Source: an optimization exercise on an open RTL-to-GDS flow (aim: small area, a short achievable clock period and few clock cycles). Production flows keep margins and buffers that such runs may drop. Function was checked by simulation only, so behaviour that the tests miss may differ from the original. Power is estimated from default activity; no workload was simulated.

==> flow/design.v (excerpt) <==
module vec_accel (
        input  logic       clk,
        input  logic       rst_l,
        input  logic [7:0] in_data,
        input  logic       in_valid,
        output logic       in_ready,
        output logic [7:0] out_data,
        output logic       out_valid
    );
clock: 10.0 ns
lec_check: 0
abc_clock_period_in_ps: 3500
cap_margin: 20
core_margin: 2
core_utilization: 40
cts_cluster_diameter: 106
cts_cluster_size: 25
place_density: 0.6
slew_margin: 20
standard.sh (not shown) runs the stock make flow with config.mk's settings and CLKGATE_MAP_FILE= SYNTH_SCRIPT=/design/flow/synth_recipe.tcl, a recipe that flattens the netlist after the stock synthesis.
==> flow/flow/run.sh <==
#!/bin/bash
set -euo pipefail
MARGIN=6.7
sed "s/CLKGATE_MAP_FILE= /CLKGATE_MAP_FILE= SETUP_SLACK_MARGIN=${MARGIN} /" standard.sh > standard_margin.sh
bash standard_margin.sh > flow.log 2>&1
Testbench counts at the start, summed over its fixed seeds: cycles 23,948.
==> next run, changes <==
--- a/flow/design.v
+++ b/flow/design.v
@@ -190,21 +190,21 @@
         if (!rst_l) begin
             fst       <= S_LO;
             fk        <= F_NOP;
             idx       <= '0;
             vec_last  <= 1'b0;
             vec_last2 <= 1'b0;
             imm_we_oh <= '0;
             imm_owned <= 1'b0;
             p_valid   <= 1'b0;
             cnt_res   <= '0;
-            in_ready  <= 1'b0;
+            in_ready  <= 1'b1;
         end else begin
             imm_we_oh <= (take && fst == S_VEC) ? 16'(1) << idx : '0;
             p_valid   <= push_d;
             cnt_res   <= cnt_res_n;
             fst       <= fst_n;
             idx       <= idx_n;
             vec_last  <= vec_last_n;
             if (take && fst == S_LEN)
                 vec_last2 <= in_data[4:0] == 5'd2;
             else if (take && fst == S_VEC)
=> First-iteration DRC count rose by 2.2%; total power barely changes; die area hardly moves; worst setup slack is worse by 0.070 ns; global-route usage fell by 0.23 points; combinational power hardly moves; cell area is about the same; sequential cell count is unchanged; critical path depth stays the same; via count fell by 0.72%; routed wire length fell by 1.8%.
Testbench counts after the change, summed over its fixed seeds: cycles 23,948.


Setup of JK:
vec_accel, a different RTL version from the one above (not shown whole).
Size in the first run: roughly 7400 cells after synthesis, ~2900 flip-flops.
==> flow/config.mk <==
export PLATFORM = sky130hd
export DESIGN_NAME = vec_accel
export DESIGN_NICKNAME = vec_accel
export VERILOG_FILES = /design/flow/design.v
export SDC_FILE = /design/flow/constraint.sdc
export NUM_CORES = 4
export LEC_CHECK = 0
export ABC_CLOCK_PERIOD_IN_PS = 3500
export CAP_MARGIN = 20
export CORE_MARGIN = 2
export CORE_UTILIZATION = 40
export PLACE_DENSITY = 0.6
export SLEW_MARGIN = 20
==> flow/constraint.sdc <==
create_clock -name core_clock -period 10.0 [get_ports {clk}]
set_input_delay 2.0000 -clock core_clock [delete_from_list [all_inputs] [get_ports {clk}]]
set_output_delay 2.0000 -clock core_clock [all_outputs]
set_load 0.01 [all_outputs]
Scripts as last shown in full above: flow/flow/run.sh
Testbench counts of JK, summed over its fixed seeds: cycles 25,458.
#### Input delta (MS over JK)
-- flow/design.v --
<<< JK, line 94
    logic       imm_owned;
    logic       imm_release;
    logic [Q-1:0] cnt_res;      
    logic        push_d;        
    logic        p_valid;       
>>> MS, line 94
    logic       imm_owned;
    logic       imm_release;
    logic [QB:0] cnt_res;       
    logic        push_d;        
    logic        p_valid;       
<<< JK, line 122
    logic [3:0]  idx_n;
    logic        vec_last_n, imm_owned_n;
    logic [Q-1:0] cnt_res_n;
    logic        full_n;
    always_comb begin
>>> MS, line 122
    logic [3:0]  idx_n;
    logic        vec_last_n, imm_owned_n;
    logic [QB:0] cnt_res_n;
    logic        full_n;
    always_comb begin
<<< JK, line 173
        case ({push_d, pop})
            2'b10: begin
                cnt_res_n = {cnt_res[Q-2:0], 1'b1};
                full_n    = cnt_res[Q-2];
            end
            2'b01: begin
                cnt_res_n = {1'b0, cnt_res[Q-1:1]};
                full_n    = 1'b0;
            end
            default: begin
                cnt_res_n = cnt_res;
                full_n    = cnt_res[Q-1];
            end
        endcase
>>> MS, line 173
        case ({push_d, pop})
            2'b10: begin
                cnt_res_n = cnt_res + 1'b1;
                full_n    = cnt_res == QB'(Q - 1);
            end
            2'b01: begin
                cnt_res_n = cnt_res - 1'b1;
                full_n    = 1'b0;
            end
            default: begin
                cnt_res_n = cnt_res;
                full_n    = cnt_res == Q[QB:0];
            end
        endcase
<<< JK, line 300
    logic [Q-1:0][OPW-1:0] qmem;
    logic [QB-1:0] q_wp, q_rp;
    logic [Q-1:0]  q_cnt;          
    logic          q_ne;           
    assign q_ne = q_cnt[0];
    always_ff @(posedge clk)
        if (p_valid)
>>> MS, line 300
    logic [Q-1:0][OPW-1:0] qmem;
    logic [QB-1:0] q_wp, q_rp;
    logic [QB:0]   q_cnt;
    logic          q_ne;           
    always_ff @(posedge clk)
        if (p_valid)
<<< JK, line 311
            q_rp  <= '0;
            q_cnt <= '0;
        end else begin
            if (p_valid) q_wp <= q_wp + 1'b1;
            if (pop)     q_rp <= q_rp + 1'b1;
            case ({p_valid, pop})
                2'b10: q_cnt <= {q_cnt[Q-2:0], 1'b1};
                2'b01: q_cnt <= {1'b0, q_cnt[Q-1:1]};
                default: ;
            endcase
>>> MS, line 310
            q_rp  <= '0;
            q_cnt <= '0;
            q_ne  <= 1'b0;
        end else begin
            if (p_valid) q_wp <= q_wp + 1'b1;
            if (pop)     q_rp <= q_rp + 1'b1;
            case ({p_valid, pop})
                2'b10: begin
                    q_cnt <= q_cnt + 1'b1;
                    q_ne  <= 1'b1;
                end
                2'b01: begin
                    q_cnt <= q_cnt - 1'b1;
                    q_ne  <= q_cnt != (QB+1)'(1);
                end
                default: ;
            endcase
<<< JK, line 571
    logic [CW-1:0] out_chunk;
    logic          out_emit;
    logic          out_dz;      
    assign out_chunk = obuf[out_stage];
    assign out_emit  = out_nz && out_dz;
    always_ff @(posedge clk, negedge rst_l) begin
        if (!rst_l) begin
>>> MS, line 577
    logic [CW-1:0] out_chunk;
    logic          out_emit;
    assign out_chunk = obuf[out_stage];
    assign out_emit  = out_nz && out_dly == 4'd0;
    always_ff @(posedge clk, negedge rst_l) begin
        if (!rst_l) begin
<<< JK, line 581
            out_idx     <= '0;
            out_dly     <= '0;
            out_dz      <= 1'b1;
            red_pending <= 1'b0;
            out_valid   <= 1'b0;
>>> MS, line 586
            out_idx     <= '0;
            out_dly     <= '0;
            red_pending <= 1'b0;
            out_valid   <= 1'b0;
<<< JK, line 589
            if (out_dly != 4'd0)
                out_dly <= out_dly - 1'b1;
            out_dz <= out_dly <= 4'd1;
            out_stage <= out_stage - 1'b1 +
                         KB'(out_emit && out_idx[LB-1:0] == LB'(LANES - 1));
>>> MS, line 593
            if (out_dly != 4'd0)
                out_dly <= out_dly - 1'b1;
            out_stage <= out_stage - 1'b1 +
                         KB'(out_emit && out_idx[LB-1:0] == LB'(LANES - 1));
<<< JK, line 609
                out_stage <= ~phase;
                out_dly <= 4'(K);
                out_dz  <= 1'b0;
            end
            if (z_red && z_red_ret && z_last)
>>> MS, line 612
                out_stage <= ~phase;
                out_dly <= 4'(K);
            end
            if (z_red && z_red_ret && z_last)
## What came out
Number of buffers and inverters on the critical path: MS vs JK identical. Status: area added between synthesis and finish parity (MS, JK). MS finished every step from synthesis to the final layout, and the layout passed the timing, design-rule and antenna checks. JK -> MS: total instance count after detailed placement flat. Re compound-cell area share of the yosys netlist: MS is 0.28 points down on JK. From JK to MS the numbers moved as follows: worst setup slack has increased; worst IR drop on VDD has increased; relative slew slack has increased.
Testbench counts of MS, summed over its fixed seeds: cycles 25,458.


Another version of the RTL of vec_accel (not shown whole).
Size: about 21 I/O pins, roughly 97,000 µm² of cells after synthesis.
export LEC_CHECK = 0
export ABC_CLOCK_PERIOD_IN_PS = 3500
export CAP_MARGIN = 20
export CORE_MARGIN = 2
export CORE_UTILIZATION = 40
export CTS_CLUSTER_DIAMETER = 106
export CTS_CLUSTER_SIZE = 22
export PLACE_DENSITY = 0.6
export SLEW_MARGIN = 20
create_clock -name core_clock -period 10.0 [get_ports {clk}]
Scripts as last shown in full above: flow/flow/run.sh
The starting point produced a clean layout.
Testbench counts at the start, summed over its fixed seeds: cycles 24,302.
Next try:
--- a/flow/design.v
+++ b/flow/design.v
@@ -207,20 +207,19 @@
             vec_last  <= vec_last_n;
             if (take && fst == S_LEN)
                 vec_last2 <= in_data[4:0] == 5'd2;
             else if (take && fst == S_VEC)
                 vec_last2 <= {1'b0, idx} + 5'd3 == len_r;
             imm_owned <= imm_owned_n;
             if (take && fst == S_HI)
                 fk <= hi_kind;
             in_ready  <= !(fst_n != S_LO && !(fst_n == S_VEC && !vec_last_n) && full_n) &&
-                         !(fst_n == S_VEC && imm_owned_n &&
-                           ((take && fst == S_LEN) || (!take && idx == 4'd0)));
+                         !(fst_n == S_VEC && idx_n == 4'd0 && imm_owned_n);
         end
     end
     always_ff @(posedge clk) begin
         if (take && fst == S_LO) inst_lo <= in_data;
         if (take && fst == S_HI) inst_hi <= in_data;
         if (take && fst == S_LEN) len_r <= in_data[4:0];
         if (take && fst == S_SCAL) scal_r <= in_data;
         imm_byte_q <= in_data;
         for (int i = 0; i < 16; i++)
Outcome:
- The changed run completed without violations
- clock power goes down by about 2%
- utilization decreases by 0.30 points
- combinational power hardly moves
- sequential power hardly moves
- global-route usage is lower by 0.80 points
Testbench counts after the change, summed over its fixed seeds: cycles 24,302.


Another version of the RTL of vec_accel (not shown whole).
For scale: about 7,300 cells after synthesis, roughly 21 I/O pins, ~97,000 µm² of cells after synthesis.
## vec_accel
module vec_accel (
        input  logic       clk,
        input  logic       rst_l,
        input  logic [7:0] in_data,
        input  logic       in_valid,
        output logic       in_ready,
        output logic [7:0] out_data,
        output logic       out_valid
    );
    localparam int LANES = 4;               
    localparam int K     = 16 / LANES;      
    localparam int KB    = $clog2(K);
    localparam int LB    = $clog2(LANES);
    localparam int CW    = 8 * LANES;       
    localparam int D     = 3;               
    localparam int WS    = K - D;           
    localparam int Q     = 4;               
    localparam int QB    = $clog2(Q);
    localparam int NR    = 16;              
    logic [KB-1:0] phase;
    always_ff @(posedge clk, negedge rst_l)
        if (!rst_l) phase <= '0;
        else        phase <= phase + 1'b1;
    logic [NR-1:0][K-1:0][CW-1:0] ring;
    logic [NR-1:0] wr_en;
    logic [CW-1:0] wr_data;
    genvar gr, gs;
    generate
        for (gr = 0; gr < NR; gr++) begin : g_reg
            for (gs = 0; gs < K; gs++) begin : g_stage
                if (gs == WS) begin : g_w
                    always_ff @(posedge clk)
  ...
export LEC_CHECK = 0
export ABC_CLOCK_PERIOD_IN_PS = 3500
export CAP_MARGIN = 20
export CORE_MARGIN = 2
export CORE_UTILIZATION = 40
export CTS_CLUSTER_DIAMETER = 106
export CTS_CLUSTER_SIZE = 25
export PLACE_DENSITY = 0.6
export SLEW_MARGIN = 20
create_clock -name core_clock -period 10.0 [get_ports {clk}]
Scripts as last shown in full above: flow/flow/run.sh
Testbench counts at the start, summed over its fixed seeds: cycles 24,302.
Edit:
--- a/flow/design.v
+++ b/flow/design.v
@@ -188,25 +188,25 @@
     end
     always_ff @(posedge clk, negedge rst_l) begin
         if (!rst_l) begin
             fst       <= S_LO;
             fk        <= F_NOP;
             idx       <= '0;
             vec_last  <= 1'b0;
             vec_last2 <= 1'b0;
             imm_we_oh <= '0;
             imm_owned <= 1'b0;
             p_valid   <= 1'b0;
             cnt_res   <= '0;
-            in_ready  <= 1'b0;
+            in_ready  <= 1'b1;
         end else begin
             imm_we_oh <= (take && fst == S_VEC) ? 16'(1) << idx : '0;
             p_valid   <= push_d;
             cnt_res   <= cnt_res_n;
             fst       <= fst_n;
             idx       <= idx_n;
             vec_last  <= vec_last_n;
             if (take && fst == S_LEN)
                 vec_last2 <= in_data[4:0] == 5'd2;
             else if (take && fst == S_VEC)
                 vec_last2 <= {1'b0, idx} + 5'd3 == len_r;
             imm_owned <= imm_owned_n;
The new run ran to the end with no violations.
Global-route usage rose by 0.26 points.
Count of clock-buffer cells in the layout rose by 6.
Wire length rose by about 1.1%.
Core utilization stays flat.
Maximum frequency fell by 2.4%.
Setup slack gets worse by 83 ps.
Non-clock buffer count rose by 14.
Design area is about the same.
Via count rose by 0.76%.
Worst hold slack gets better by 15 ps.
Sequential power hardly moves.
Power rose by about 0.5%.
Final cell count is about the same.
Testbench counts after the change, summed over its fixed seeds: cycles 24,302.

## separate check: timing with driven ports
No port has a modelled driver above. Below, the same layouts with a new extraction and two added sets of constraints. Step 1 (the two cells are an assumption about what drives the block):
set clk [get_ports {clk}]
set_driving_cell -lib_cell sky130_fd_sc_hd__clkbuf_16 $clk
set_driving_cell -lib_cell sky130_fd_sc_hd__buf_2 [delete_from_list [all_inputs] $clk]
Step 2 times the ports against the registers' clock, not the clock port: input delays grow and output delays shrink by t, the midpoint of the rising clock arrivals with the driver on. a / b / c = ideal ports / drivers / drivers and shift; a / b = the first two.
| run | t, ns | setup WS [ns] | worst register clock-pin slew, ns | worst data-port slew with drivers (ns) | pins driven straight from the clock port |
|---|---|---|---|---|---|
| the first run of note 1 | 0.907 | 6.578 / 6.493 / 5.858 | 0.11 / 0.11 | 0.06 | 1 |
| the second run of note 1 | 0.912 | 6.509 / 6.419 / 5.819 | 0.12 / 0.12 | 0.05 | 1 |
| JK | 1.004 | 6.368 / 6.291 / 5.493 | 0.07 / 0.07 | 0.08 | 1 |
| MS | 0.990 | 6.404 / 6.317 / 5.832 | 0.07 / 0.07 | 0.06 | 1 |
| the first run of note 3 | 0.923 | 6.509 / 6.421 / 5.868 | 0.10 / 0.10 | 0.06 | 1 |
| the second run of note 3 | 0.911 | 6.502 / 6.410 / 5.742 | 0.10 / 0.10 | 0.07 | 1 |
| the first run of note 4 | 0.919 | 6.592 / 6.507 / 5.859 | 0.11 / 0.11 | 0.06 | 1 |
| the second run of note 4 | 0.922 | 6.509 / 6.420 / 5.844 | 0.11 / 0.11 | 0.06 | 1 |
After both steps setup and hold are still met in every run listed. The setup slack of JK, which loses most, moves by -0.077 ns with the drivers and by -0.875 ns with both steps.
